Background: an optimization exercise with open tools, aiming at small area. Do not read the settings as production practice.
Only simulation tests tie the RTL to the original design; equivalence was not proved.
No activity file was given, so power comes from the tool's default toggle rates. The flow treats the clock pin as an ideal source, which a real chip does not have.

### flow/config.mk
export PLATFORM = sky130hd
export DESIGN_NAME = CPU_top
export DESIGN_NICKNAME = CPU_top
export VERILOG_FILES = /design/flow/design.v
export SDC_FILE = /design/flow/constraint.sdc
export NUM_CORES = 8
export LEC_CHECK = 0
export CAP_MARGIN = 20
export CORE_MARGIN = 2
export CORE_UTILIZATION = 50
export PLACE_DENSITY = 0.65
export SLEW_MARGIN = 20
### flow/constraint.sdc
create_clock -name core_clock -period 10.5 [get_ports {clk}]
set_input_delay 2.1000 -clock core_clock [delete_from_list [all_inputs] [get_ports {clk}]]
set_output_delay 2.1000 -clock core_clock [all_outputs]
set_load 0.01 [all_outputs]
### flow/design.v
module ALU(
input [31:0] a, imm,
input [31:12] u,
input lui, andi,
output [31:0] y
    );
    function [6:0] rca6(input [5:0] x, input [5:0] z, input cin);
        integer k;
        reg c;
        begin
            c = cin;
            for (k = 0; k < 6; k = k + 1) begin
                rca6[k] = x[k] ^ z[k] ^ c;
                c = (x[k] & z[k]) | (x[k] & c) | (z[k] & c);
            end
            rca6[6] = c;
        end
    endfunction
    wire [6:0] l0 = rca6(a[5:0], imm[5:0], 1'b0);
    wire [6:0] h0 = rca6(a[11:6], imm[11:6], 1'b0);
    wire [6:0] h1 = rca6(a[11:6], imm[11:6], 1'b1);
    wire [6:0] h = l0[6] ? h1 : h0;
    wire s = imm[11];
    wire [20:0] d;
    assign d[0] = h[6] ^ s;
    genvar k;
    generate for (k = 0; k < 20; k = k + 1) begin : hc
        assign d[k+1] = (a[12+k] ^ s) & d[k];
    end endgenerate
    wire [31:0] sum = {a[31:12] ^ d[19:0], h[5:0], l0[5:0]};
    assign y = lui ? {u, 12'd0} : andi ? (a & imm) : sum;
endmodule
module Banco_de_Registros(
input clk, rst, clr, ph, we,
input [3:0] waddr, raddr,
input [31:0] wdata,
output [31:0] rdata
    );
    wire [31:0] a_w [0:15];
    genvar g;
    generate for (g = 0; g < 16; g = g + 1) begin : ring
        reg [31:0] ra, rb;
        wire sel = clr | (we & (waddr == g));
        wire [31:0] d;
        if (g == 7)   
            assign d = clr ? {28'd0, {3{~rst}}, 1'b0} : wdata;
        else
            assign d = clr ? 32'd0 : wdata;
        always @(posedge clk) begin
            ra <= rb;
            rb <= sel ? d : ra;
        end
        assign a_w[g] = ra;
    end endgenerate
    assign rdata = a_w[raddr];
endmodule
module Extensor_de_Signo(
input [31:7] ir,
input store,
output [31:0] imm
    );
    assign imm = {{20{ir[31]}}, ir[31:25], store ? ir[11:7] : ir[24:20]};
endmodule
module Memoria_Datos(
input clk, rst, clr, ph,
input we1,               
input sb, lbu,
input [31:0] t,          
input [31:0] wdata,
output [31:0] rdata
    );
    reg [4:0] a5;
    reg we2, sb2;
    always @(posedge clk) begin
        a5  <= t[4:0];
        we2 <= ~rst & we1;
        sb2 <= sb;
    end
    wire wr = we1 | we2;
    wire [4:0] addr = we2 ? a5 : t[4:0];
    wire [31:0] dw = we2 ? t : wdata;
    wire sbx = we2 ? sb2 : sb;
    wire [2:0] w = addr[4:2];
    wire [1:0] off = addr[1:0];
    wire [7:0] db [0:3];
    assign db[0] = dw[31:24];
    assign db[1] = dw[23:16];
    assign db[2] = dw[15:8];
    assign db[3] = dw[7:0];
    wire [7:0] bv [0:3];      
    wire [7:0] ri [0:3];      
    wire [7:0] ro [0:3];      
    wire [1:0] amt = wr ? ((sbx ? 2'd3 : 2'd0) - off) : (off + {1'b0, lbu});
    genvar k, p;
    generate for (k = 0; k < 4; k = k + 1) begin : bank
        wire [2:0] idx = w + (k < off);
        wire bwe = wr & (~sbx | (off == k));
        wire [7:0] wd = clr ? 8'd0 : ro[k];
        wire [7:0] ca [0:3];
        wire [7:0] cb [0:3];
        for (p = 0; p < 4; p = p + 1) begin : pr
            reg [7:0] ma, mb;
            wire sel = clr | (bwe & (idx[2:1] == p) & (idx[0] == ph));
            always @(posedge clk) begin
                ma <= mb;
                mb <= sel ? wd : ma;
            end
            assign ca[p] = ma;
            assign cb[p] = mb;
        end
        assign bv[k] = (idx[0] == ph) ? ca[idx[2:1]] : cb[idx[2:1]];
        assign ri[k] = wr ? db[k] : bv[k];
        assign ro[k] = ri[(k + amt) & 2'd3];
    end endgenerate
    assign rdata = {ro[0] & {8{~lbu}}, ro[1] & {8{~lbu}}, ro[2] & {8{~lbu}}, ro[3]};
endmodule
module UC_ES(
input [2:0] st,
input load,
output reg [2:0] nxt
    );
    always @*
        case (st)
            3'd0: nxt = 3'd1;
            3'd1: nxt = 3'd2;
            3'd2: nxt = 3'd3;
            3'd3: nxt = load ? 3'd4 : 3'd0;
            default: nxt = 3'd0;
        endcase
endmodule
module Unidad_Control(
input clk, rst,
input [1:0] cls,
output st_f, st_d, st_x, st_w, st_m,
output reg pf,       
output reg ph,       
output clr,          
output reg rsel,     
output is_lui, is_opi, is_load, is_store
    );
    reg [2:0] st;
    reg rst_d;
    wire [2:0] nxt;
    UC_ES LCES (.st(st), .load(is_load), .nxt(nxt));
    always @(posedge clk) begin
        st    <= rst ? 3'd0 : nxt;
        pf    <= ~rst & (st_m | (st_w & ~is_load));
        ph    <= ~rst & ~ph;
        rst_d <= rst;
        rsel  <= ~rst & (st_f | st_d);
    end
    assign clr = rst | rst_d;
    assign st_f = st == 3'd0;
    assign st_d = st == 3'd1;
    assign st_x = st == 3'd2;
    assign st_w = st == 3'd3;
    assign st_m = st == 3'd4;
    assign is_lui   = cls == 2'b11;
    assign is_opi   = cls == 2'b01;
    assign is_load  = cls == 2'b00;
    assign is_store = cls == 2'b10;
endmodule
module CPU_top(
input clk, rst,
input [31:0] imem_data,
output [31:0] imem_addr,
output [31:0] out
    );
    wire st_f, st_d, st_x, st_w, st_m, pf, ph, clr, rsel;
    wire is_lui, is_opi, is_load, is_store;
    reg  [31:7] ir;
    reg  [1:0]  cls;    
    Unidad_Control UC (.clk(clk), .rst(rst), .cls(cls),
        .st_f(st_f), .st_d(st_d), .st_x(st_x), .st_w(st_w), .st_m(st_m),
        .pf(pf), .ph(ph), .clr(clr), .rsel(rsel),
        .is_lui(is_lui), .is_opi(is_opi), .is_load(is_load), .is_store(is_store));
    reg  [31:2] pc;
    wire [31:2] pc_inc = pc + 30'd1;
    always @(posedge clk)
        if (rst) pc <= 30'd0;
        else if (st_f) pc <= pc_inc;
    assign imem_addr = {pc, 2'b00};
    always @(posedge clk)
        if (st_f) begin
            ir  <= imem_data[31:7];
            cls <= {imem_data[5], imem_data[4]};
        end
    wire andi = ir[14];           
    wire lbu  = ir[14];           
    wire sb   = ~ir[13];          
    wire [4:0]  raddr = rsel ? ir[19:15] : ir[24:20];
    wire [31:0] rv;
    reg  [31:0] T;
    wire wr_now = ((st_w & ~is_load & ~is_store) | st_m | (st_f & pf & ~is_store)) & (ir[7] == ph);
    Banco_de_Registros Registers (.clk(clk), .rst(rst), .clr(clr), .ph(ph),
        .we(wr_now), .waddr(ir[11:8]), .wdata(T), .raddr(raddr[4:1]), .rdata(rv));
    wire [31:0] imm;
    Extensor_de_Signo ExtSign (.ir(ir), .store(is_store), .imm(imm));
    wire [31:0] alu;
    wire mwe;
    ALU CPU_ALU (.a(rv), .imm(imm & {32{~mwe}}), .u(ir[31:12]), .lui(is_lui), .andi(is_opi & andi), .y(alu));
    wire [31:0] mval;
    assign mwe = ((st_w & is_store) | (st_f & pf & is_store)) & (ir[20] == ph);
    Memoria_Datos Datos (.clk(clk), .rst(rst), .clr(clr), .ph(ph), .we1(mwe), .sb(sb), .lbu(lbu),
        .t(T), .wdata(rv), .rdata(mval));
    wire t_alu = (st_d | st_x) & (is_lui | (ir[15] == ph));
    wire t_ld  = st_w & is_load;
    always @(posedge clk)
        if (t_alu | t_ld | mwe) T <= t_ld ? mval : alu;
    assign out = (st_w | st_m) ? T : {pc_inc, 2'b00};
endmodule
### flow/flow/run.sh
#!/bin/bash
# Standard ORFS flow (the standard.sh) with three changes:
#  - synthesis: the same script, but ABC maps with an area-oriented script
#    (flow/abc_area.script: &nf -a) instead of ORFS's delay-oriented one.
#    Registers are untouched (ABC only maps the combinational logic).
#  - clock tree: larger sink clusters (28 flip-flops per leaf buffer) and no
#    dummy loads;
#  - port buffers: the smallest buffer (buf_1).
set -euo pipefail
W=$(pwd)
F=$W/flow
# synthesis script: synth_recipe.tcl, sourcing a copy of ORFS synth.tcl whose
# ABC call uses flow/abc_area.script
sed "s#source \$::env(SCRIPTS_DIR)/synth_preamble.tcl#source \$::env(SCRIPTS_DIR)/synth_preamble.tcl\nset abc_args [lreplace \$abc_args 1 1 $F/abc_area.script]#" \
    "$FLOW_HOME/scripts/synth.tcl" > $W/own_synth_core.tcl
sed "s#source \$::env(SCRIPTS_DIR)/synth.tcl#source $W/own_synth_core.tcl#" $W/synth_recipe.tcl > $W/own_synth.tcl
grep -q "own_synth_core.tcl" $W/own_synth.tcl
grep -q "abc_area.script" $W/own_synth_core.tcl
sed "s#SYNTH_SCRIPT=[^ ]*#SYNTH_SCRIPT=$W/own_synth.tcl#" $W/standard.sh > $W/own_standard.sh
grep -q "SYNTH_SCRIPT=$W/own_synth.tcl" $W/own_standard.sh
export CTS_ARGS="-sink_clustering_enable -repair_clock_nets -dont_use_dummy_load -sink_clustering_size 28 -sink_clustering_max_diameter 100"
export BUFFER_PORTS_ARGS="-buffer_cell sky130_fd_sc_hd__buf_1"
bash $W/own_standard.sh > $W/flow_make.log 2>&1
### flow/flow/abc_area.script
strash
&get -n
&st
&syn2
&dch
&nf -a
&put
topo
stime -c
buffer -c
upsize -c
dnsize -c
### flow/standard.sh
#!/bin/bash
# synth_recipe.tcl (not shown) runs the flow's synth.tcl, then flattens the netlist and writes it again
# the make line also repeats each setting of config.mk as NAME=value (left out here)
make -C /OpenROAD-flow-scripts/flow DESIGN_CONFIG=/design/flow/config.mk WORK_HOME=/design/flow/orfs CLKGATE_MAP_FILE= SYNTH_SCRIPT=/design/flow/synth_recipe.tcl "${@:-finish}"
==> impl_results.html, run 1 <==
<table>
<tr><th>Metric</th><th>Value</th></tr>
<tr><th colspan="2">Timing</th></tr>
<tr><td>Clock Skews</td><td>0.0639 ns</td></tr>
<tr><td>Final hold viol count</td><td>0</td></tr>
<tr><td>Achievable frequency</td><td>0.116 GHz</td></tr>
<tr><td>Smallest hold slack</td><td>0.298 ns</td></tr>
<tr><td>Unrepaired setup endpoints after global routing</td><td>false</td></tr>
<tr><td>Slew at the pin with the worst max-slew slack</td><td>1.08 ns</td></tr>
<tr><td>Setup tns final</td><td>0 ns</td></tr>
<tr><td>Final number of max-transition violations</td><td>0</td></tr>
<tr><td>Relative slew slack</td><td>27.9%</td></tr>
<tr><td>Shortest clock period the worst path allows after layout</td><td>8.61 ns</td></tr>
<tr><td>Final critical-path share of the clock period</td><td>82.0%</td></tr>
<tr><td>Final setup vio count</td><td>0</td></tr>
<tr><th colspan="2">Detailed routing</th></tr>
<tr><td>Pre-Repair DR Iteration Count</td><td>5</td></tr>
<tr><td>Final routed wire length divided by cell count</td><td>22.3 um</td></tr>
<tr><td>Via count normalized by instance count</td><td>5.67</td></tr>
<tr><td>Number of DRC violations after detailed routing</td><td>0</td></tr>
<tr><td>Antenna-violating nets left</td><td>0</td></tr>
<tr><td>Final WL</td><td>124 mm</td></tr>
<tr><td>Number of vias after detailed routing</td><td>31442</td></tr>
<tr><td>DRC marker count from the first detailed-route iteration</td><td>3182</td></tr>
<tr><th colspan="2">Power and ir drop</th></tr>
<tr><td>Clock power share</td><td>24.9%</td></tr>
<tr><td>Sw power</td><td>2.79 mW</td></tr>
<tr><td>Switching portion of total power</td><td>28.0%</td></tr>
<tr><td>PwrDens</td><td>207 nW/um2</td></tr>
<tr><td>Largest voltage drop on the vdd net</td><td>0.000136 V</td></tr>
<tr><td>Leakage power</td><td>17.8 nW</td></tr>
<tr><td>Internal power</td><td>7.18 mW</td></tr>
<tr><td>Flop pwr share</td><td>60.1%</td></tr>
<tr><td>Pwr Total</td><td>9.97 mW</td></tr>
<tr><td>Combinational Power Share</td><td>15.0%</td></tr>
<tr><th colspan="2">Final layout</th></tr>
<tr><td>Count of non-filler cells in the finished layout</td><td>5549</td></tr>
<tr><td>Layout Area Growth over Synthesis</td><td>6.50%</td></tr>
<tr><td>Final net count</td><td>4454</td></tr>
<tr><td>Area of combinational cells with multiple inputs</td><td>16000 um2</td></tr>
<tr><td>Fin util</td><td>53.6%</td></tr>
<tr><td>Fillcell total</td><td>8179</td></tr>
<tr><td>Fraction of layout cells with a size suffix above 1</td><td>6.22%</td></tr>
<tr><td>Leading cell type in the layout, fill and taps excluded</td><td>dfxtp_1</td></tr>
<tr><td>Commonest cells after routing, fill and taps aside</td><td>dfxtp_1 (1324), nand2_1 (885), o21ai_0 (729)</td></tr>
<tr><td>Storage element area</td><td>28300 um2</td></tr>
<tr><th colspan="2">GRT</th></tr>
<tr><td>Total GRT Usage</td><td>26.3%</td></tr>
<tr><td>Global-route wire length before repair</td><td>187 mm</td></tr>
<tr><td>Global-route congestion overflow total</td><td>0</td></tr>
<tr><td>Pin count of the biggest net entering global routing</td><td>80</td></tr>
<tr><td>Initial antenna violation count</td><td>2</td></tr>
<tr><td>Vias in the first global route</td><td>29984</td></tr>
<tr><th colspan="2">Clock network</th></tr>
<tr><td>Buffer count from post-CTS setup fixing</td><td>0</td></tr>
<tr><td>Maximum count of clock buffers along a single path</td><td>3</td></tr>
<tr><td>CTS Root Buffer Type</td><td>clkbuf_16</td></tr>
<tr><td>Clock tree sinks</td><td>1383</td></tr>
<tr><td>Clock tree from TritonCTS</td><td>yes</td></tr>
<tr><td>H-Tree Depth</td><td>2</td></tr>
<tr><td>Num CTS Buffers</td><td>55</td></tr>
<tr><td>Clock latency on the worst-skew pair</td><td>0.68 ns</td></tr>
<tr><td>Total of cells resized after clock tree synthesis</td><td>0</td></tr>
<tr><td>Clock-pin transition on the worst setup and hold timing paths</td><td>0.12 ns</td></tr>
<tr><td>Count of hold buffers inserted by post-cts repair</td><td>0</td></tr>
<tr><th colspan="2">Floorplanning</th></tr>
<tr><td>Die ar.</td><td>92700 um2</td></tr>
<tr><td>Count of pins on the block boundary</td><td>98</td></tr>
<tr><td>Number of standard-cell rows in the floorplan</td><td>110</td></tr>
<tr><td>Initial core utilization</td><td>50.3%</td></tr>
<tr><td>Area of the placeable core</td><td>89700 um2</td></tr>
<tr><td>Die H</td><td>304 um</td></tr>
<tr><td>Width of the chip</td><td>304 um</td></tr>
<tr><th colspan="2">Logic synthesis</th></tr>
<tr><td>Syn Std Cell Area</td><td>45100 um2</td></tr>
<tr><td>Proportion of synthesized chip area in sequential cells</td><td>62.6%</td></tr>
<tr><td>Synthesis warning total</td><td>6</td></tr>
<tr><td>Share of flip-flops with an asynchronous set or reset after synthesis</td><td>0%</td></tr>
<tr><td>Number of enable-type register cells in the synthesized netlist</td><td>59</td></tr>
<tr><td>Count of cell types in the netlist</td><td>77</td></tr>
<tr><td>Mean Syn Cell Area</td><td>10.2 um2</td></tr>
<tr><td>Post-Syn Instances</td><td>4445</td></tr>
<tr><td>Most used flip-flop cell after synthesis</td><td>dfxtp_1</td></tr>
<tr><td>Number of flip-flops and latches in the synthesized netlist</td><td>1383</td></tr>
<tr><th colspan="2">Min path</th></tr>
<tr><td>Hold wc startpoint</td><td>Registers.ring[3].rb[0]</td></tr>
<tr><td>Class of the worst hold path</td><td>reg2reg</td></tr>
<tr><th colspan="2">Placed design</th></tr>
<tr><td>DP HPWL</td><td>78.5 mm</td></tr>
<tr><td>Number of placed instances, taps included</td><td>5493</td></tr>
<tr><td>Port Buffer Count</td><td>90</td></tr>
<tr><td>Placer's final routability congestion estimate</td><td>0.925</td></tr>
<tr><th colspan="2">Worst setup path</th></tr>
<tr><td>Critical path launch point type</td><td>register</td></tr>
<tr><td>Origin of the worst setup path</td><td>UC.rsel</td></tr>
<tr><td>Count of cells along the worst register-to-register path</td><td>26</td></tr>
<tr><td>Category of the critical setup timing path</td><td>reg2reg</td></tr>
<tr><td>Last element of the critical path</td><td>T[31]</td></tr>
<tr><td>Worst R2R Setup Slack</td><td>1.89 ns</td></tr>
<tr><td>Endpoint class of the critical path</td><td>register</td></tr>
<tr><td>Critical register-to-register path startpoint</td><td>UC.rsel</td></tr>
<tr><td>Biggest fanout along the worst timing path</td><td>29</td></tr>
<tr><td>Endpoint of the most critical register-to-register path</td><td>T[31]</td></tr>
<tr><td>Crit path DAT</td><td>9.10 ns</td></tr>
<tr><td>Required @ worst endpoint</td><td>10.99 ns</td></tr>
<tr><th colspan="2">Status</th></tr>
<tr><td>Outcome</td><td>no timing/DRC/antenna violations</td></tr>
<tr><th colspan="2">Flow run</th></tr>
<tr><td>Max_cap viols</td><td>0</td></tr>
</table>
==> metal layers <==
metal	up-vias	part of all wire (%)	GRT usage [%]
li1	15184	-	-
met3	216	6.9	3.47
met5	-	0	0
met4	0	3.2	8.15
met1	15025	45	37.6
met2	1017	45	41.5
==> worst max-delay path, stage by stage, from the launching register on <==
cell,delay (ns)
dfxtp_1,0.74
mux2i_4,0.55
buf_4,0.49
a211oi_4,0.04
buf_4,0.30
a22o_1,0.26
a221o_1,0.26
nor2_1,0.11
a21oi_1,0.15
ha_1,0.24
inv_1,0.08
fa_1,0.17
inv_1,0.05
fa_1,0.46
fa_1,0.48
fa_1,0.47
fa_1,0.58
a211o_1,0.35
a31o_1,0.26
o21a_1,0.22
nor4b_4,0.61
nand4_4,0.23
nor4_4,0.30
nand4_2,0.20
or4_1,0.52
and3_1,0.20
o22ai_2,0.11
==> final cells by class <==
cell class,count,share of cell area (%)
antenna,1,0.00521
multi-input combinational,2750,33.3
sequential,1383,58.8
timing repair buffer,157,1.75
clock buffer,55,2.86
inverter,27,0.211
tap,1176,3.06
==> cell usage after synthesis (5+ instances only) <==
cell	number	area [um2]
nor2_1	207	777
xor2_1	34	298
o22ai_1	26	163
buf_1	28	105
xnor2_1	35	307
nand3b_1	6	45.0
a222oi_1	54	541
a21oi_1	147	736
and2_1	13	81.3
clkbuf_1	253	950
and4_1	5	43.8
or2_2	36	225
a31oi_1	18	113
nand2_1	885	3320
ha_1	41	513
inv_1	26	97.6
o32ai_1	5	43.8
o2111ai_1	7	61.3
a2bb2oi_1	5	43.8
o21ai_0	729	3650
a22oi_1	67	503
mux4_2	48	1080
fa_1	5	100
nor3_1	18	90.1
nand3_1	60	300
dfxtp_1	1324	26500
nand2b_1	6	37.5
mux2i_1	83	831
nand4_1	23	144
edfxtp_1	59	1770
o22a_1	10	87.6
and3_1	15	93.8
a22o_1	18	158
a211oi_1	34	255
o221ai_1	32	280
a221oi_1	16	140
==> per-stage QoR <==
| stage | cell area [um2] | setup WS (ns) |
|---|---|---|
| finish | 48100 | 1.89 |
| global route | 48100 | 1.56 |
| CTS | 48100 | 2.06 |
| detailed placement | 46700 | 2.10 |
| global placement | 46700 | 2.14 |
| floorplan | 45100 | 3.52 |
==> worst min path at each step <==
stage / to / cells after the start
2_1_floorplan: Registers.ring[0].ra[0] / 0
3_3_place_gp: Registers.ring[1].ra[27] / 0
3_5_place_dp: Registers.ring[13].ra[10] / 0
4_1_cts: Registers.ring[8].ra[1] / 0
5_1_grt: Registers.ring[15].ra[5] / 0
6_report: Registers.ring[3].ra[0] / 0
==> registers in the layout (all words and copies together), names as in the netlist, 5 cells and up <==
signal	flops
pc	30
Datos.bank.pr.ma	128
Registers.ring.ra	512
Datos.a5	5
Registers.ring.rb	512
ir	25
Datos.bank.pr.mb	128
T	32
==> power by group through the flow <==
stage | Clock, mW | Sequential (mW) | Combinational, mW
after CTS | 2.52 | 5.99 | 1.47
after detailed placement | 0 | 6.11 | 1.47
after global routing | 2.70 | 6.04 | 1.61
after floorplan | 0 | 6.01 | 0.969
after global placement | 0 | 6.10 | 1.45
final | 2.48 | 5.99 | 1.50
==> logic make-up after synthesis <==
family	after synthesis	share of synthesized area, %
xor+xnor	69	1.34
fa+ha+maj	46	1.36
simple gates	1298	12.0
buf+inv	313	2.66
compound gates	1197	15.6
flops	1383	62.6
mux	138	4.43
other cells	1	0.00831
==> inputs of run 2 (changes only) <==
--- a/flow/design.v
+++ b/flow/design.v
@@ -52,7 +52,15 @@
         end
         assign a_w[g] = ra;
     end endgenerate
-    assign rdata = a_w[raddr];
+    wire [15:0] rsel = 16'd1 << raddr;
+    reg [31:0] r;
+    integer i;
+    always @* begin
+        r = 32'd0;
+        for (i = 0; i < 16; i = i + 1)
+            r = r | (a_w[i] & {32{rsel[i]}});
+    end
+    assign rdata = r;
 endmodule
 module Extensor_de_Signo(
 input [31:7] ir,
@@ -91,6 +99,7 @@
     wire [7:0] ri [0:3];      
     wire [7:0] ro [0:3];      
     wire [1:0] amt = wr ? ((sbx ? 2'd3 : 2'd0) - off) : (off + {1'b0, lbu});
+    wire [3:0] aoh = 4'd1 << amt;
     genvar k, p;
     generate for (k = 0; k < 4; k = k + 1) begin : bank
         wire [2:0] idx = w + (k < off);
@@ -108,9 +117,24 @@
             assign ca[p] = ma;
             assign cb[p] = mb;
         end
-        assign bv[k] = (idx[0] == ph) ? ca[idx[2:1]] : cb[idx[2:1]];
+        wire [3:0] poh = 4'd1 << idx[2:1];
+        wire ina = (idx[0] == ph);
+        reg [7:0] r;
+        integer i;
+        always @* begin
+            r = 8'd0;
+            for (i = 0; i < 4; i = i + 1)
+                r = r | (ca[i] & {8{poh[i] & ina}}) | (cb[i] & {8{poh[i] & ~ina}});
+        end
+        assign bv[k] = r;
         assign ri[k] = wr ? db[k] : bv[k];
-        assign ro[k] = ri[(k + amt) & 2'd3];
+        reg [7:0] o;
+        always @* begin
+            o = 8'd0;
+            for (i = 0; i < 4; i = i + 1)
+                o = o | (ri[i] & {8{aoh[(i - k) & 3]}});
+        end
+        assign ro[k] = o;
     end endgenerate
     assign rdata = {ro[0] & {8{~lbu}}, ro[1] & {8{~lbu}}, ro[2] & {8{~lbu}}, ro[3]};
 endmodule
==> impl_results.html, run 2 <==
<table>
<tr><th>Metric</th><th>Value</th></tr>
<tr><th colspan="2">Final layout</th></tr>
<tr><td>Commonest cells after routing, fill and taps aside</td><td>dfxtp_1 (1323), nand2_1 (928), o21ai_0 (671)</td></tr>
<tr><td>Final net count</td><td>4478 (+0.54%)</td></tr>
<tr><td>Layout Area Growth over Synthesis</td><td>6.45% (about the same)</td></tr>
<tr><td>Largest regs</td><td>Registers.ring.ra: 512 flops, Registers.ring.rb: 512 flops</td></tr>
<tr><td>Fin util</td><td>53.7% (+0.14 points)</td></tr>
<tr><td>Fraction of layout cells with a size suffix above 1</td><td>4.48% (-1.7 points)</td></tr>
<tr><td>Leading cell type in the layout, fill and taps excluded</td><td>dfxtp_1</td></tr>
<tr><td>Count of non-filler cells in the finished layout</td><td>5562 (+0.23%)</td></tr>
<tr><th colspan="2">Detailed routing</th></tr>
<tr><td>Number of DRC violations after detailed routing</td><td>0 (unchanged)</td></tr>
<tr><td>Final WL</td><td>126 mm (+1.9%)</td></tr>
<tr><td>Via count normalized by instance count</td><td>5.71 (+0.69%)</td></tr>
<tr><td>DRC marker count from the first detailed-route iteration</td><td>3189 (+0.22%)</td></tr>
<tr><td>Number of vias after detailed routing</td><td>31733 (+0.93%)</td></tr>
<tr><td>Final routed wire length divided by cell count</td><td>22.7 um (+1.7%)</td></tr>
<tr><td>Pre-Repair DR Iteration Count</td><td>7 (+2)</td></tr>
<tr><td>Antenna-violating nets left</td><td>0 (unchanged)</td></tr>
<tr><th colspan="2">Power and ir drop</th></tr>
<tr><td>PwrDens</td><td>204 nW/um2 (-1.6%)</td></tr>
<tr><td>Switching portion of total power</td><td>27.5% (-0.45 points)</td></tr>
<tr><td>Internal power</td><td>7.02 mW (-2.2%)</td></tr>
<tr><td>Sw power</td><td>2.67 mW (-4.4%)</td></tr>
<tr><td>Clock power share</td><td>25.7% (+0.8 points)</td></tr>
<tr><td>Leakage power</td><td>17.2 nW (-3.0%)</td></tr>
<tr><td>Pwr Total</td><td>9.68 mW (-2.8%)</td></tr>
<tr><td>Flop pwr share</td><td>61.4% (+1.3 points)</td></tr>
<tr><td>Combinational Power Share</td><td>12.9% (-2.1 points)</td></tr>
<tr><td>Largest voltage drop on the vdd net</td><td>0.000193 V (+42%)</td></tr>
<tr><th colspan="2">Worst setup path</th></tr>
<tr><td>Category of the critical setup timing path</td><td>reg2reg</td></tr>
<tr><td>Endpoint class of the critical path</td><td>register</td></tr>
<tr><td>Critical path launch point type</td><td>register</td></tr>
<tr><td>Biggest fanout along the worst timing path</td><td>28 (-3.4%)</td></tr>
<tr><td>Required @ worst endpoint</td><td>10.90 ns (-0.09 ns)</td></tr>
<tr><td>Crit path DAT</td><td>8.11 ns (-0.99 ns)</td></tr>
<tr><th colspan="2">Logic synthesis</th></tr>
<tr><td>Post-Syn Instances</td><td>4472 (+0.61%)</td></tr>
<tr><td>Portion of synthesized cell area occupied by the leading cell type</td><td>59.4% (+0.72 points)</td></tr>
<tr><td>Commonest cells in the synthesized netlist</td><td>dfxtp_1 (1324), nand2_1 (928), o21ai_0 (671), clkbuf_1 (265), a21oi_1 (182)</td></tr>
<tr><td>Most frequently used cell type in the post-synthesis netlist</td><td>dfxtp_1</td></tr>
<tr><td>Share of flip-flops with an asynchronous set or reset after synthesis</td><td>0% (unchanged)</td></tr>
<tr><td>Synthesis warning total</td><td>6 (unchanged)</td></tr>
<tr><td>Ranking of synthesized cells by area</td><td>dfxtp_1 (59%), nand2_1 (7.8%), o21ai_0 (7.5%)</td></tr>
<tr><td>Number of flip-flops and latches in the synthesized netlist</td><td>1383 (unchanged)</td></tr>
<tr><td>Number of enable-type register cells in the synthesized netlist</td><td>59 (unchanged)</td></tr>
<tr><td>Proportion of synthesized chip area in sequential cells</td><td>63.4% (+0.77 points)</td></tr>
<tr><td>Most used flip-flop cell after synthesis</td><td>dfxtp_1</td></tr>
<tr><td>Mean Syn Cell Area</td><td>9.97 um2 (-1.8%)</td></tr>
<tr><td>Count of cell types in the netlist</td><td>65 (-16%)</td></tr>
<tr><td>Syn Std Cell Area</td><td>44600 um2 (-1.2%)</td></tr>
<tr><td>Post-synthesis cell type with the largest combined area</td><td>dfxtp_1</td></tr>
<tr><th colspan="2">Floorplanning</th></tr>
<tr><td>Die ar.</td><td>91600 um2 (-1.2%)</td></tr>
<tr><td>Die H</td><td>303 um (-0.60%)</td></tr>
<tr><td>Width of the chip</td><td>303 um (-0.60%)</td></tr>
<tr><td>Count of pins on the block boundary</td><td>98 (unchanged)</td></tr>
<tr><td>Area of the placeable core</td><td>88400 um2 (-1.5%)</td></tr>
<tr><td>Number of standard-cell rows in the floorplan</td><td>109 (-0.91%)</td></tr>
<tr><td>Initial core utilization</td><td>50.5% (+0.15 points)</td></tr>
<tr><th colspan="2">Timing</th></tr>
<tr><td>Unrepaired setup endpoints after global routing</td><td>false</td></tr>
<tr><td>Final hold viol count</td><td>0 (unchanged)</td></tr>
<tr><td>Shortest clock period the worst path allows after layout</td><td>7.71 ns (-0.902 ns)</td></tr>
<tr><td>Slew at the pin with the worst max-slew slack</td><td>1.14 ns (+0.0584 ns)</td></tr>
<tr><td>Clock Skews</td><td>0.0679 ns (+0.00402 ns)</td></tr>
<tr><td>Achievable frequency</td><td>0.130 GHz (+12%)</td></tr>
<tr><td>Setup tns final</td><td>0 ns (unchanged)</td></tr>
<tr><td>Final setup vio count</td><td>0 (unchanged)</td></tr>
<tr><td>Relative slew slack</td><td>24.0% (-3.9 points)</td></tr>
<tr><td>Final number of max-transition violations</td><td>0 (unchanged)</td></tr>
<tr><td>Final critical-path share of the clock period</td><td>73.4% (-8.6 points)</td></tr>
<tr><th colspan="2">Clock network</th></tr>
<tr><td>Buffer count from post-CTS setup fixing</td><td>0 (unchanged)</td></tr>
<tr><td>Num CTS Buffers</td><td>55 (unchanged)</td></tr>
<tr><td>CTS Root Buffer Type</td><td>clkbuf_16</td></tr>
<tr><td>Clock tree from TritonCTS</td><td>yes</td></tr>
<tr><td>Maximum count of clock buffers along a single path</td><td>3 (unchanged)</td></tr>
<tr><td>Count of hold buffers inserted by post-cts repair</td><td>0 (unchanged)</td></tr>
<tr><td>Total of cells resized after clock tree synthesis</td><td>0 (unchanged)</td></tr>
<tr><td>H-Tree Depth</td><td>2 (unchanged)</td></tr>
<tr><td>Clock latency on the worst-skew pair</td><td>0.69 ns (about the same)</td></tr>
<tr><td>Clock tree sinks</td><td>1383 (unchanged)</td></tr>
<tr><td>Clock-pin transition on the worst setup and hold timing paths</td><td>0.12 ns (about the same)</td></tr>
<tr><th colspan="2">GRT</th></tr>
<tr><td>Initial antenna violation count</td><td>0 (-2)</td></tr>
<tr><td>Global-route wire length before repair</td><td>188 mm (+0.23%)</td></tr>
<tr><td>Vias in the first global route</td><td>29620 (-1.2%)</td></tr>
<tr><td>Total GRT Usage</td><td>27.1% (+0.78 points)</td></tr>
<tr><td>Global-route congestion overflow total</td><td>0 (unchanged)</td></tr>
<tr><td>Pin count of the biggest net entering global routing</td><td>75 (-6.3%)</td></tr>
<tr><th colspan="2">Flow run</th></tr>
<tr><td>Max_cap viols</td><td>0 (unchanged)</td></tr>
<tr><th colspan="2">Min path</th></tr>
<tr><td>Class of the worst hold path</td><td>reg2reg</td></tr>
<tr><th colspan="2">Status</th></tr>
<tr><td>Outcome</td><td>no timing/DRC/antenna violations</td></tr>
<tr><th colspan="2">Placed design</th></tr>
<tr><td>Port Buffer Count</td><td>90 (unchanged)</td></tr>
<tr><td>DP HPWL</td><td>79.4 mm (+1.1%)</td></tr>
<tr><td>Number of placed instances, taps included</td><td>5505 (+0.22%)</td></tr>
<tr><td>Placer's final routability congestion estimate</td><td>0.959 (+3.7%)</td></tr>
</table>
run 2: cell count changes in the layout (fill, tap and decap cells not counted), sizes merged, moves of 32 or more:
cell    previous run  this run
nand2            885       928
mux4              48         0
nor2             208       174
a21oi            148       182
nand2b             6        45
o221ai            32         0
o21ai            731       676
a22oi             69       135
run 2: per-layer routing:
| metal | track usage [%] | wire length (um) | up-vias |
|---|---|---|---|
| li1 | - | - | 15296 |
| met1 | 37.6 | 55800 | 15107 |
| met2 | 41.9 | 54900 | 1076 |
| met3 | 4.34 | 9430 | 254 |
| met4 | 11.8 | 6030 | 0 |
| met5 | 0 | 0 | - |
run 2: kinds of logic (layout without fill, tap and decap cells):
| group | Yosys count | after routing | share of synthesized area [%] |
|---|---|---|---|
| compound gates | 1242 | 1242 | 16.7 |
| other cells | 1 | 3 | 0.00841 |
| mux | 81 | 81 | 1.83 |
| xor+xnor | 63 | 63 | 1.24 |
| buf+inv | 310 | 233 | 2.65 |
| fa+ha+maj | 46 | 46 | 1.37 |
| simple gates | 1346 | 1346 | 12.7 |
| flops | 1383 | 1383 | 63.4 |
run 2: stage by stage:
step / setup slack (ns) / instance area [um2] / hold WS (ns)
floorplan: 4.10 / 44600 / 0.310
global placement: 2.94 / 46100 / 0.310
detailed placement: 2.92 / 46100 / 0.312
CTS: 2.88 / 47500 / 0.321
global route: 2.44 / 47500 / 0.328
finish: 2.79 / 47500 / 0.316
run 2: path summary, 6_finish.rpt:
path                                          startpoint                        to  slack (ns)  cells past startpoint
worst max register to register                   UC.rsel                     T[31]        2.79                     26
worst max-delay path                             UC.rsel                     T[31]        2.79                     26
worst min-delay path            Registers.ring[13].rb[3]  Registers.ring[13].ra[3]        0.32                      0
worst min register to register  Registers.ring[13].rb[3]  Registers.ring[13].ra[3]        0.32                      0
run 2: final cells by class:
type	instances	area, um2
sequential	1383	28300
fill	7992	40900
tap	1165	1460
inverter	20	75.1
timing repair buffer	158	850
multi-input combinational	2780	15400
clock buffer	55	1380
antenna	1	2.50
run 2: power groups by stage:
| stage | Clock (mW) | Combinational (mW) | Sequential (mW) |
|---|---|---|---|
| after global placement | 0 | 1.21 | 6.05 |
| after detailed placement | 0 | 1.22 | 6.06 |
| final | 2.49 | 1.25 | 5.95 |
| after CTS | 2.53 | 1.23 | 5.95 |
| after global routing | 2.70 | 1.34 | 5.99 |
| after floorplan | 0 | 0.784 | 5.97 |
run 2: critical path, stage by stage, from the launching register on:
cell	delay, ns
dfxtp_1	0.72
and3b_1	0.27
nor2_1	0.49
a21oi_4	0.03
buf_4	0.35
a222oi_1	0.34
and3_1	0.19
nand4_1	0.24
ha_1	0.30
inv_1	0.08
fa_1	0.17
inv_1	0.06
fa_1	0.46
fa_1	0.46
fa_1	0.46
fa_1	0.57
nor2b_1	0.19
o21ai_1	0.10
a31o_1	0.32
a211oi_1	0.14
and4bb_4	0.40
nand4_4	0.16
nor4_4	0.29
nand4_1	0.18
o211ai_1	0.20
o311a_1	0.21
o22ai_2	0.07
==> inputs of run 3 (changes only) <==
--- a/flow/flow/run.sh
+++ b/flow/flow/run.sh
@@ -1,7 +1,8 @@
 #!/bin/bash
 # Standard ORFS flow (the standard.sh) with three changes:
 #  - synthesis: the same script, but ABC maps with an area-oriented script
-#    (flow/abc_area.script: &nf -a) instead of ORFS's delay-oriented one.
+#    (flow/abc_area.script: &nf with a relaxed delay target) instead of
+#    ORFS's delay-oriented one.
 #    Registers are untouched (ABC only maps the combinational logic).
 #  - clock tree: larger sink clusters (28 flip-flops per leaf buffer) and no
 #    dummy loads;
==> flow/flow/abc_area.script (replaced) <==
strash
&get -n
&st
&dch -f
&nf -p -R 1000 -C 32 -F 8 -A 4 -a
&put
topo
stime -c
==> impl_results.html, run 3 <==
<table>
<tr><th>Metric</th><th>Value</th></tr>
<tr><th colspan="2">Status</th></tr>
<tr><td>Outcome</td><td>no timing/DRC/antenna violations</td></tr>
<tr><th colspan="2">Placed design</th></tr>
<tr><td>Dpl ws</td><td>1.27 ns (-1.65 ns)</td></tr>
<tr><td>Number of placed instances, taps included</td><td>5320 (-3.4%)</td></tr>
<tr><td>Port Buffer Count</td><td>90 (unchanged)</td></tr>
<tr><td>Total cell area at the placement stage</td><td>45200 um2 (-1.9%)</td></tr>
<tr><td>DP HPWL</td><td>77.4 mm (-2.5%)</td></tr>
<tr><td>Placer's final routability congestion estimate</td><td>0.930 (-3.0%)</td></tr>
<tr><th colspan="2">Final layout</th></tr>
<tr><td>Leading cell type in the layout, fill and taps excluded</td><td>dfxtp_1</td></tr>
<tr><td>Largest regs</td><td>Registers.ring.ra: 512 flops, Registers.ring.rb: 512 flops</td></tr>
<tr><td>Count of non-filler cells in the finished layout</td><td>5377 (-3.3%)</td></tr>
<tr><td>Fillcell total</td><td>7598 (-4.9%)</td></tr>
<tr><td>Final net count</td><td>4314 (-3.7%)</td></tr>
<tr><td>Fraction of layout cells with a size suffix above 1</td><td>4.04% (-0.44 points)</td></tr>
<tr><td>Fin util</td><td>54.9% (+1.2 points)</td></tr>
<tr><td>Commonest cells after routing, fill and taps aside</td><td>dfxtp_1 (1324), nand2_1 (778), o21ai_0 (699)</td></tr>
<tr><td>Layout Area Growth over Synthesis</td><td>9.25%</td></tr>
<tr><td>Non-Filler Cell Area, Final</td><td>46600 um2 (-1.8%)</td></tr>
<tr><th colspan="2">Worst setup path</th></tr>
<tr><td>Endpoint class of the critical path</td><td>register</td></tr>
<tr><td>Max stage delay cell, worst path</td><td>mux2_1</td></tr>
<tr><td>Biggest fanout along the worst timing path</td><td>16 (-43%)</td></tr>
<tr><td>Combined buffer and inverter count along the critical path</td><td>3 (unchanged)</td></tr>
<tr><td>Category of cells accounting for the largest share of critical-path delay</td><td>simple AND/OR/NAND/NOR gates</td></tr>
<tr><td>Critical path launch point type</td><td>register</td></tr>
<tr><td>Critical path's largest stage delay</td><td>0.67 ns (-0.05 ns)</td></tr>
<tr><td>Category of the critical setup timing path</td><td>reg2reg</td></tr>
<tr><td>Required @ worst endpoint</td><td>10.85 ns (-0.05 ns)</td></tr>
<tr><td>Crit path DAT</td><td>9.63 ns (+1.52 ns)</td></tr>
<tr><th colspan="2">Floorplanning</th></tr>
<tr><td>Number of standard-cell rows in the floorplan</td><td>107 (-1.8%)</td></tr>
<tr><td>Initial core utilization</td><td>50.3% (-0.16 points)</td></tr>
<tr><td>Width of the chip</td><td>296 um (-2.1%)</td></tr>
<tr><td>Die ar.</td><td>87700 um2 (-4.2%)</td></tr>
<tr><td>Count of pins on the block boundary</td><td>98 (unchanged)</td></tr>
<tr><td>Area of the placeable core</td><td>84900 um2 (-4.0%)</td></tr>
<tr><td>Die H</td><td>296 um (-2.1%)</td></tr>
<tr><th colspan="2">Detailed routing</th></tr>
<tr><td>Number of vias after detailed routing</td><td>30928 (-2.5%)</td></tr>
<tr><td>Pre-Repair DR Iteration Count</td><td>8 (+1)</td></tr>
<tr><td>Via count normalized by instance count</td><td>5.75 (+0.82%)</td></tr>
<tr><td>Final WL</td><td>121 mm (-3.9%)</td></tr>
<tr><td>Antenna-violating nets left</td><td>0 (unchanged)</td></tr>
<tr><td>DRC marker count from the first detailed-route iteration</td><td>3234 (+1.4%)</td></tr>
<tr><td>Number of DRC violations after detailed routing</td><td>0 (unchanged)</td></tr>
<tr><td>Final routed wire length divided by cell count</td><td>22.5 um (-0.56%)</td></tr>
<tr><th colspan="2">Logic synthesis</th></tr>
<tr><td>Ranking of synthesized cells by area</td><td>dfxtp_1 (62%), o21ai_0 (8.2%), nand2_1 (6.8%)</td></tr>
<tr><td>Post-synthesis cell type with the largest combined area</td><td>dfxtp_1</td></tr>
<tr><td>Portion of synthesized cell area occupied by the leading cell type</td><td>62.1% (+2.6 points)</td></tr>
<tr><td>Count of cell types in the netlist</td><td>52 (-20%)</td></tr>
<tr><td>Most used flip-flop cell after synthesis</td><td>dfxtp_1</td></tr>
<tr><td>Share of flip-flops with an asynchronous set or reset after synthesis</td><td>0% (unchanged)</td></tr>
<tr><td>Mean Syn Cell Area</td><td>10.6 um2 (+6.4%)</td></tr>
<tr><td>Commonest cells in the synthesized netlist</td><td>dfxtp_1 (1324), nand2_1 (778), o21ai_0 (699), nor2_1 (221), a222oi_1 (169)</td></tr>
<tr><td>Number of enable-type register cells in the synthesized netlist</td><td>59 (unchanged)</td></tr>
<tr><td>Proportion of synthesized chip area in sequential cells</td><td>66.2% (+2.8 points)</td></tr>
<tr><td>Syn Std Cell Area</td><td>42700 um2 (-4.3%)</td></tr>
<tr><td>Post-Syn Instances</td><td>4023 (-10%)</td></tr>
<tr><td>Synthesis warning total</td><td>6 (unchanged)</td></tr>
<tr><td>Number of flip-flops and latches in the synthesized netlist</td><td>1383 (unchanged)</td></tr>
<tr><td>Most frequently used cell type in the post-synthesis netlist</td><td>dfxtp_1</td></tr>
<tr><th colspan="2">Timing</th></tr>
<tr><td>Relative slew slack</td><td>24.2% (+0.19 points)</td></tr>
<tr><td>Final number of max-transition violations</td><td>0 (unchanged)</td></tr>
<tr><td>Shortest clock period the worst path allows after layout</td><td>9.28 ns (+1.57 ns)</td></tr>
<tr><td>Achievable frequency</td><td>0.108 GHz (-17%)</td></tr>
<tr><td>Smallest hold slack</td><td>0.291 ns (-0.0255 ns)</td></tr>
<tr><td>Final setup margin</td><td>1.22 ns (-1.57 ns)</td></tr>
<tr><td>Final critical-path share of the clock period</td><td>88.4% (+15 points)</td></tr>
<tr><td>Final hold viol count</td><td>0 (unchanged)</td></tr>
<tr><td>Setup tns final</td><td>0 ns (unchanged)</td></tr>
<tr><td>Slew at the pin with the worst max-slew slack</td><td>1.13 ns (-0.00731 ns)</td></tr>
<tr><td>Unrepaired setup endpoints after global routing</td><td>false</td></tr>
<tr><td>Final setup vio count</td><td>0 (unchanged)</td></tr>
<tr><td>Clock Skews</td><td>0.0640 ns (-0.00390 ns)</td></tr>
<tr><th colspan="2">Power and ir drop</th></tr>
<tr><td>Switching portion of total power</td><td>26.9% (-0.63 points)</td></tr>
<tr><td>Clock power share</td><td>26.4% (+0.7 points)</td></tr>
<tr><td>Leakage power</td><td>16.8 nW (-2.7%)</td></tr>
<tr><td>Largest voltage drop on the vdd net</td><td>0.000139 V (-28%)</td></tr>
<tr><td>Internal power</td><td>6.93 mW (-1.3%)</td></tr>
<tr><td>Combinational Power Share</td><td>11.4% (-1.5 points)</td></tr>
<tr><td>Pwr Total</td><td>9.48 mW (-2.1%)</td></tr>
<tr><td>Flop pwr share</td><td>62.1% (+0.7 points)</td></tr>
<tr><td>Sw power</td><td>2.55 mW (-4.4%)</td></tr>
<tr><td>PwrDens</td><td>203 nW/um2 (-0.40%)</td></tr>
<tr><th colspan="2">Clock network</th></tr>
<tr><td>Num CTS Buffers</td><td>56 (+1.8%)</td></tr>
<tr><td>Clock tree sinks</td><td>1383 (unchanged)</td></tr>
<tr><td>Clock-pin transition on the worst setup and hold timing paths</td><td>0.10 ns (-0.02 ns)</td></tr>
<tr><td>Count of hold buffers inserted by post-cts repair</td><td>0 (unchanged)</td></tr>
<tr><td>H-Tree Depth</td><td>2 (unchanged)</td></tr>
<tr><td>Clock tree from TritonCTS</td><td>yes</td></tr>
<tr><td>Buffer count from post-CTS setup fixing</td><td>0 (unchanged)</td></tr>
<tr><td>Total of cells resized after clock tree synthesis</td><td>0 (unchanged)</td></tr>
<tr><td>Clock latency on the worst-skew pair</td><td>0.69 ns (about the same)</td></tr>
<tr><td>CTS Root Buffer Type</td><td>clkbuf_16</td></tr>
<tr><td>Maximum count of clock buffers along a single path</td><td>3 (unchanged)</td></tr>
<tr><th colspan="2">Flow run</th></tr>
<tr><td>Max_cap viols</td><td>0 (unchanged)</td></tr>
<tr><th colspan="2">GRT</th></tr>
<tr><td>Global-route congestion overflow total</td><td>0 (unchanged)</td></tr>
<tr><td>Initial antenna violation count</td><td>3 (+3)</td></tr>
<tr><td>Global-route wire length before repair</td><td>182 mm (-3.2%)</td></tr>
<tr><td>Vias in the first global route</td><td>29033 (-2.0%)</td></tr>
<tr><td>Total GRT Usage</td><td>27.2% (+0.14 points)</td></tr>
<tr><td>Pin count of the biggest net entering global routing</td><td>86 (+15%)</td></tr>
<tr><th colspan="2">Min path</th></tr>
<tr><td>Class of the worst hold path</td><td>reg2reg</td></tr>
</table>
==> run 3: logic make-up (layout without fill, tap and decap cells) <==
family | after synthesis | after routing | synth area share, %
xor+xnor | 71 | 71 | 1.46
flops | 1383 | 1383 | 66.2
mux | 24 | 24 | 0.577
fa+ha+maj | 46 | 46 | 1.44
buf+inv | 43 | 251 | 0.396
other cells | 1 | 3 | 0.00878
compound gates | 1246 | 1246 | 18.2
simple gates | 1209 | 1209 | 11.7
==> run 3: worst paths after layout <==
| check | start | end | slack (ns) | cells after the start |
|---|---|---|---|---|
| worst max-delay path | UC.rsel | T[31] | 1.22 | 32 |
| worst min-delay path | Registers.ring[6].rb[8] | Registers.ring[6].ra[8] | 0.29 | 0 |
| worst max register to register | UC.rsel | T[31] | 1.22 | 32 |
| worst min register to register | Registers.ring[6].rb[8] | Registers.ring[6].ra[8] | 0.29 | 0 |
==> run 3: final cells by class <==
type | count | area [um2] | share of cell area [%]
tap | 1144 | 1430 | 3.07
inverter | 41 | 154 | 0.330
multi-input combinational | 2598 | 14600 | 31.2
sequential | 1383 | 28300 | 60.6
clock buffer | 56 | 1400 | 3.00
antenna | 1 | 2.50 | 0.00537
timing repair buffer | 154 | 820 | 1.76
==> run 3: power groups by stage <==
stage               Combinational, mW  Clock (mW)  Sequential [mW]
global placement                 1.04           0             5.99
detailed placement               1.06           0             6.00
floorplan                       0.635           0             5.92
global route                     1.18        2.71             5.93
finish                           1.08        2.50             5.89
CTS                              1.06        2.54             5.89
==> run 3: routing by layer <==
metal  part of all wire, %  wire, um  global-route usage, %
met1                    44     53500                   37.8
met2                    45     54200                   43.1
met3                   7.5      9050                   4.11
met4                   3.7      4510                   9.85
met5                 0.026        31                      0
==> inputs of run 4 (changes only) <==
--- a/flow/design.v
+++ b/flow/design.v
@@ -199,7 +199,14 @@
         .pf(pf), .ph(ph), .clr(clr), .rsel(rsel),
         .is_lui(is_lui), .is_opi(is_opi), .is_load(is_load), .is_store(is_store));
     reg  [31:2] pc;
-    wire [31:2] pc_inc = pc + 30'd1;
+    wire [31:2] pc_inc;
+    wire [30:0] pc_c;
+    assign pc_c[0] = 1'b1;
+    genvar i;
+    generate for (i = 0; i < 30; i = i + 1) begin : inc
+        assign pc_inc[i+2] = pc[i+2] ^ pc_c[i];
+        assign pc_c[i+1] = pc[i+2] & pc_c[i];
+    end endgenerate
     always @(posedge clk)
         if (rst) pc <= 30'd0;
         else if (st_f) pc <= pc_inc;
==> flow/flow/run.sh (replaced) <==
#!/bin/bash
# Standard ORFS flow (the standard.sh) with these changes:
#  - synthesis: the same script, but
#      * ABC maps with an area-oriented script (flow/abc_area.script: &nf
#        with a relaxed delay target) instead of ORFS's delay-oriented one;
#      * no full-adder extraction before ABC (ADDER_MAP_FILE empty), so ABC
#        maps the adders too.
#    Registers are untouched (ABC only maps the combinational logic).
#  - clock tree: clkbuf_8 leaf buffers driving up to 16 flip-flops each, no
#    dummy loads;
#  - port buffers: the smallest buffer (buf_1).
set -euo pipefail
W=$(pwd)
F=$W/flow
# synthesis script: synth_recipe.tcl, sourcing a copy of ORFS synth.tcl whose
# ABC call uses flow/abc_area.script
sed "s#source \$::env(SCRIPTS_DIR)/synth_preamble.tcl#source \$::env(SCRIPTS_DIR)/synth_preamble.tcl\nset abc_args [lreplace \$abc_args 1 1 $F/abc_area.script]#" \
    "$FLOW_HOME/scripts/synth.tcl" > $W/own_synth_core.tcl
sed "s#source \$::env(SCRIPTS_DIR)/synth.tcl#source $W/own_synth_core.tcl#" $W/synth_recipe.tcl > $W/own_synth.tcl
grep -q "own_synth_core.tcl" $W/own_synth.tcl
grep -q "abc_area.script" $W/own_synth_core.tcl
sed "s#SYNTH_SCRIPT=[^ ]*#SYNTH_SCRIPT=$W/own_synth.tcl ADDER_MAP_FILE=#" $W/standard.sh > $W/own_standard.sh
grep -q "SYNTH_SCRIPT=$W/own_synth.tcl ADDER_MAP_FILE=" $W/own_standard.sh
export CTS_ARGS="-sink_clustering_enable -repair_clock_nets -dont_use_dummy_load -buf_list sky130_fd_sc_hd__clkbuf_8 -sink_clustering_size 16 -sink_clustering_max_diameter 100"
export BUFFER_PORTS_ARGS="-buffer_cell sky130_fd_sc_hd__buf_1"
bash $W/own_standard.sh > $W/flow_make.log 2>&1
==> flow/flow/abc_area.script (replaced) <==
strash
&get -n
&st
&dch -f -C 2000
&nf -p -R 1000 -C 32 -F 10 -A 8 -a -E 50
&put
topo
stime -c
==> impl_results.html, run 4 <==
<table>
<tr><th>Metric</th><th>Value</th></tr>
<tr><th colspan="2">Detailed routing</th></tr>
<tr><td>Antenna-violating nets left</td><td>0 (unchanged)</td></tr>
<tr><td>Number of DRC violations after detailed routing</td><td>0 (unchanged)</td></tr>
<tr><td>Metal2 WL</td><td>53.2 mm (-1.8%)</td></tr>
<tr><td>Number of vias after detailed routing</td><td>31061 (+0.43%)</td></tr>
<tr><td>Pre-Repair DR Iteration Count</td><td>9 (+1)</td></tr>
<tr><td>Final routed wire length divided by cell count</td><td>23.1 um (+2.5%)</td></tr>
<tr><td>DRC marker count from the first detailed-route iteration</td><td>3412 (+5.5%)</td></tr>
<tr><td>Routed length on met1</td><td>55.4 mm (+3.6%)</td></tr>
<tr><td>Top routing layer used</td><td>met5</td></tr>
<tr><td>Via count normalized by instance count</td><td>5.87 (+2.1%)</td></tr>
<tr><td>Met3 routed WL</td><td>9.67 mm (+6.9%)</td></tr>
<tr><td>Final WL</td><td>122 mm (+0.82%)</td></tr>
<tr><th colspan="2">Timing</th></tr>
<tr><td>Achievable frequency</td><td>0.114 GHz (+5.5%)</td></tr>
<tr><td>Relative slew slack</td><td>21.3% (-2.9 points)</td></tr>
<tr><td>Smallest hold slack</td><td>0.282 ns (-0.00813 ns)</td></tr>
<tr><td>Clock Skews</td><td>0.0782 ns (+0.0141 ns)</td></tr>
<tr><td>Shortest clock period the worst path allows after layout</td><td>8.79 ns (-0.485 ns)</td></tr>
<tr><td>Setup tns final</td><td>0 ns (unchanged)</td></tr>
<tr><td>Final critical-path share of the clock period</td><td>83.7% (-4.6 points)</td></tr>
<tr><td>Final number of max-transition violations</td><td>0 (unchanged)</td></tr>
<tr><td>Final setup vio count</td><td>0 (unchanged)</td></tr>
<tr><td>Final hold viol count</td><td>0 (unchanged)</td></tr>
<tr><td>Slew at the pin with the worst max-slew slack</td><td>1.18 ns (+0.0502 ns)</td></tr>
<tr><td>Unrepaired setup endpoints after global routing</td><td>false</td></tr>
<tr><th colspan="2">Placed design</th></tr>
<tr><td>Port Buffer Count</td><td>90 (unchanged)</td></tr>
<tr><td>Number of placed instances, taps included</td><td>5190 (-2.4%)</td></tr>
<tr><td>DP HPWL</td><td>79.2 mm (+2.4%)</td></tr>
<tr><td>Placer's final routability congestion estimate</td><td>0.948 (+1.9%)</td></tr>
<tr><th colspan="2">Final layout</th></tr>
<tr><td>Count of non-filler cells in the finished layout</td><td>5288 (-1.7%)</td></tr>
<tr><td>Fillcell total</td><td>7471 (-1.7%)</td></tr>
<tr><td>Fraction of layout cells with a size suffix above 1</td><td>4.87% (+0.83 points)</td></tr>
<tr><td>Largest regs</td><td>Registers.ring.ra: 512 flops, Registers.ring.rb: 512 flops</td></tr>
<tr><td>Leading cell type in the layout, fill and taps excluded</td><td>dfxtp_1</td></tr>
<tr><td>Commonest cells after routing, fill and taps aside</td><td>dfxtp_1 (1324), nand2_1 (874), o21ai_0 (678)</td></tr>
<tr><td>Final net count</td><td>4242 (-1.7%)</td></tr>
<tr><td>Layout Area Growth over Synthesis</td><td>8.89%</td></tr>
<tr><th colspan="2">Power and ir drop</th></tr>
<tr><td>Clock power share</td><td>25.6% (-0.8 points)</td></tr>
<tr><td>Largest voltage drop on the vdd net</td><td>0.000136 V (-2.2%)</td></tr>
<tr><td>Sw power</td><td>2.56 mW (+0.24%)</td></tr>
<tr><td>Combinational Power Share</td><td>11.1% (-0.3 points)</td></tr>
<tr><td>Switching portion of total power</td><td>27.4% (+0.50 points)</td></tr>
<tr><td>Internal power</td><td>6.77 mW (-2.2%)</td></tr>
<tr><td>Flop pwr share</td><td>63.2% (+1.1 points)</td></tr>
<tr><td>PwrDens</td><td>203 nW/um2 (about the same)</td></tr>
<tr><td>Leakage power</td><td>16.5 nW (-1.4%)</td></tr>
<tr><th colspan="2">Min path</th></tr>
<tr><td>Class of the worst hold path</td><td>reg2reg</td></tr>
<tr><td>Hold path endpoint</td><td>Registers.ring[15].ra[20]</td></tr>
<tr><td>Min-Delay Path Depth</td><td>0 (unchanged)</td></tr>
<tr><td>Hold wc startpoint</td><td>Registers.ring[15].rb[20]</td></tr>
<tr><th colspan="2">Worst setup path</th></tr>
<tr><td>Required @ worst endpoint</td><td>11.00 ns (+0.15 ns)</td></tr>
<tr><td>Biggest fanout along the worst timing path</td><td>16 (unchanged)</td></tr>
<tr><td>Critical register-to-register path startpoint</td><td>UC.rsel</td></tr>
<tr><td>Worst R2R Setup Slack</td><td>1.71 ns (+0.49 ns)</td></tr>
<tr><td>Origin of the worst setup path</td><td>UC.rsel</td></tr>
<tr><td>Max stage delay cell, worst path</td><td>a221oi_1</td></tr>
<tr><td>Category of the critical setup timing path</td><td>reg2reg</td></tr>
<tr><td>Critical path launch point type</td><td>register</td></tr>
<tr><td>Endpoint class of the critical path</td><td>register</td></tr>
<tr><td>Combined buffer and inverter count along the critical path</td><td>0 (-3)</td></tr>
<tr><td>Endpoint of the most critical register-to-register path</td><td>T[31]</td></tr>
<tr><td>Category of cells accounting for the largest share of critical-path delay</td><td>simple AND/OR/NAND/NOR gates</td></tr>
<tr><td>Most Frequent Cell on Critical Path</td><td>nand2_1</td></tr>
<tr><td>Count of cells along the worst register-to-register path</td><td>33 (+3.1%)</td></tr>
<tr><td>Crit path DAT</td><td>9.29 ns (-0.34 ns)</td></tr>
<tr><td>Critical path's largest stage delay</td><td>0.74 ns (+0.07 ns)</td></tr>
<tr><th colspan="2">Floorplanning</th></tr>
<tr><td>Number of standard-cell rows in the floorplan</td><td>106 (-0.93%)</td></tr>
<tr><td>Area of the placeable core</td><td>83600 um2 (-1.6%)</td></tr>
<tr><td>Width of the chip</td><td>294 um (-0.58%)</td></tr>
<tr><td>Die H</td><td>294 um (-0.58%)</td></tr>
<tr><td>Initial core utilization</td><td>50.5% (+0.20 points)</td></tr>
<tr><td>Count of pins on the block boundary</td><td>98 (unchanged)</td></tr>
<tr><td>Die ar.</td><td>86700 um2 (-1.2%)</td></tr>
<tr><th colspan="2">Logic synthesis</th></tr>
<tr><td>Ranking of synthesized cells by area</td><td>dfxtp_1 (63%), o21ai_0 (8.0%), nand2_1 (7.8%)</td></tr>
<tr><td>Post-Syn Instances</td><td>3966 (-1.4%)</td></tr>
<tr><td>Count of cell types in the netlist</td><td>53 (+1.9%)</td></tr>
<tr><td>Share of the synthesized netlist area taken by xor and xnor gates</td><td>1.37% (-0.086 points)</td></tr>
<tr><td>Synthesis warning total</td><td>6 (unchanged)</td></tr>
<tr><td>Mean Syn Cell Area</td><td>10.6 um2 (+0.24%)</td></tr>
<tr><td>Number of enable-type register cells in the synthesized netlist</td><td>59 (unchanged)</td></tr>
<tr><td>Commonest cells in the synthesized netlist</td><td>dfxtp_1 (1324), nand2_1 (874), o21ai_0 (678), nor2_1 (192), a222oi_1 (153)</td></tr>
<tr><td>Most used flip-flop cell after synthesis</td><td>dfxtp_1</td></tr>
<tr><td>Synthesized-area fraction occupied by adder cells</td><td>0% (-1.4 points)</td></tr>
<tr><td>Syn Std Cell Area</td><td>42200 um2 (-1.2%)</td></tr>
<tr><td>Basic-gate share of the synthesized area counting and, or, nand and nor cells</td><td>12.1% (+0.47 points)</td></tr>
<tr><td>Portion of synthesized cell area occupied by the leading cell type</td><td>62.8% (+0.74 points)</td></tr>
<tr><td>Post-synthesis mux area share</td><td>0.620% (+0.042 points)</td></tr>
<tr><td>Proportion of synthesized chip area in sequential cells</td><td>67.0% (+0.79 points)</td></tr>
<tr><td>Compound-gate portion of the synthesized area</td><td>18.8% (+0.56 points)</td></tr>
<tr><td>Post-synthesis cell type with the largest combined area</td><td>dfxtp_1</td></tr>
<tr><td>Main combinational cell family by area after synthesis</td><td>compound AO/OA/AOI/OAI gates</td></tr>
<tr><td>Most frequently used cell type in the post-synthesis netlist</td><td>dfxtp_1</td></tr>
<tr><td>Number of flip-flops and latches in the synthesized netlist</td><td>1383 (unchanged)</td></tr>
<tr><td>Share of flip-flops with an asynchronous set or reset after synthesis</td><td>0% (unchanged)</td></tr>
<tr><th colspan="2">GRT</th></tr>
<tr><td>Pin count of the biggest net entering global routing</td><td>87 (+1.2%)</td></tr>
<tr><td>Vias in the first global route</td><td>29213 (+0.62%)</td></tr>
<tr><td>Initial antenna violation count</td><td>3 (unchanged)</td></tr>
<tr><td>Total GRT Usage</td><td>27.8% (+0.58 points)</td></tr>
<tr><td>Global-route wire length before repair</td><td>182 mm (+0.41%)</td></tr>
<tr><td>Global-route congestion overflow total</td><td>0 (unchanged)</td></tr>
<tr><th colspan="2">Clock network</th></tr>
<tr><td>Maximum count of clock buffers along a single path</td><td>3 (unchanged)</td></tr>
<tr><td>Buffer count from post-CTS setup fixing</td><td>0 (unchanged)</td></tr>
<tr><td>Clock-pin transition on the worst setup and hold timing paths</td><td>0.11 ns (about the same)</td></tr>
<tr><td>Clock tree from TritonCTS</td><td>yes</td></tr>
<tr><td>Count of hold buffers inserted by post-cts repair</td><td>0 (unchanged)</td></tr>
<tr><td>Clock latency on the worst-skew pair</td><td>0.78 ns (+0.09 ns)</td></tr>
<tr><td>Total of cells resized after clock tree synthesis</td><td>0 (unchanged)</td></tr>
<tr><td>H-Tree Depth</td><td>3 (+1)</td></tr>
<tr><td>Num CTS Buffers</td><td>96 (+71%)</td></tr>
<tr><td>Clock tree sinks</td><td>1383 (unchanged)</td></tr>
<tr><td>CTS Root Buffer Type</td><td>clkbuf_8</td></tr>
<tr><th colspan="2">Status</th></tr>
<tr><td>Outcome</td><td>no timing/DRC/antenna violations</td></tr>
<tr><th colspan="2">Flow run</th></tr>
<tr><td>Max_cap viols</td><td>0 (unchanged)</td></tr>
</table>
## run 4: cell types whose count changed in the layout (fill, tap and decap cells not counted), moves of 35 or more
| cell | previous run | this run |
|---|---|---|
| ha_1 | 41 | 0 |
| o22ai_1 | 39 | 4 |
| clkbuf_16 | 56 | 0 |
| clkinv_1 | 41 | 3 |
| nand2_1 | 778 | 874 |
| o221ai_1 | 1 | 39 |
| clkbuf_8 | 0 | 96 |
## run 4: stage by stage
stage	util (%)	setup WS, ns	power, mW	instance area, um2
2_1_floorplan	-	2.08	6.54	42200
3_3_place_gp	53.3	1.97	7.00	44600
3_5_place_dp	53.3	1.87	7.03	44600
4_1_cts	54.9	1.67	9.34	45900
5_1_grt	55.0	0.916	9.66	45900
6_report	55.0	1.71	9.33	45900
## run 4: layer usage
metal | vias to the layer above | track usage, %
met5 | - | 0
met4 | 2 | 9.23
met3 | 238 | 4.52
met2 | 1177 | 42.6
met1 | 14792 | 39.9
li1 | 14852 | -
## run 4: layout make-up
type / count / area, um2 / area share, %
Antenna cell: 2 / 5.00 / 0.0109
Clock buffer: 96 / 1320 / 2.88
Inverter: 3 / 11.3 / 0.0245
Multi-Input combinational cell: 2579 / 14200 / 30.9
Sequential cell: 1383 / 28300 / 61.6
Tap cell: 1080 / 1350 / 2.94
Timing Repair Buffer: 145 / 756 / 1.65
## run 4: logic make-up after synthesis
logic type                Yosys count
AOI/OAI and AO/OA                1230
xor gates and xnor gates           66
buffers and inverters               5
DFF                              1383
muxes                              25
other                               1
and+or+nand+nor                  1256
## run 4: power groups by stage
stage          sequential, mW  clock [mW]  combinational (mW)
6_report                 5.90        2.39                1.04
2_1_floorplan            5.92           0               0.614
3_3_place_gp             6.00           0                1.00
3_5_place_dp             6.01           0                1.02
4_1_cts                  5.89        2.42                1.02
5_1_grt                  5.94        2.60                1.12
## run 4: worst reg2reg max path, delay by kind of cell (launching register included)
family             cells  cell delay, ns
AOI/OAI and AO/OA     10            3.09
DFF                    1            0.59
muxes                  2            1.08
and+or+nand+nor       21            3.77
## run 4: worst max path at each step
stage	to	slack, ns	cells after the start
finish	T[31]	1.71	33
global placement	T[31]	1.97	33
floorplan	T[31]	2.08	30
detailed placement	T[31]	1.87	33
global route	T[31]	0.92	33
CTS	out[30]	1.67	20

[re-timing with driven ports]
Ports are ideal in the flow. The routed layouts listed here were re-timed in OpenROAD. Step 1 assumes that a clkbuf_16 drives the clock port and a buf_2 every other input. Step 2 moves the port delays by t, midway between the first and last clock arrival at a register: inputs arrive t later, outputs are due t later. That takes back most of the time a late clock gives input paths. Slacks: ideal ports / drivers / drivers and shift; pairs: ideal ports / drivers.
run	t, ns	setup WS [ns]	worst data-port slew with drivers (ns)
run 1	0.723	1.891 / 1.891 / 1.891	0.05
run 2	0.726	2.793 / 2.793 / 2.793	0.06
run 3	0.724	1.223 / 1.223 / 1.223	0.12
run 4	0.800	1.709 / 1.709 / 1.709	0.04
After both steps every run listed still meets setup and hold.
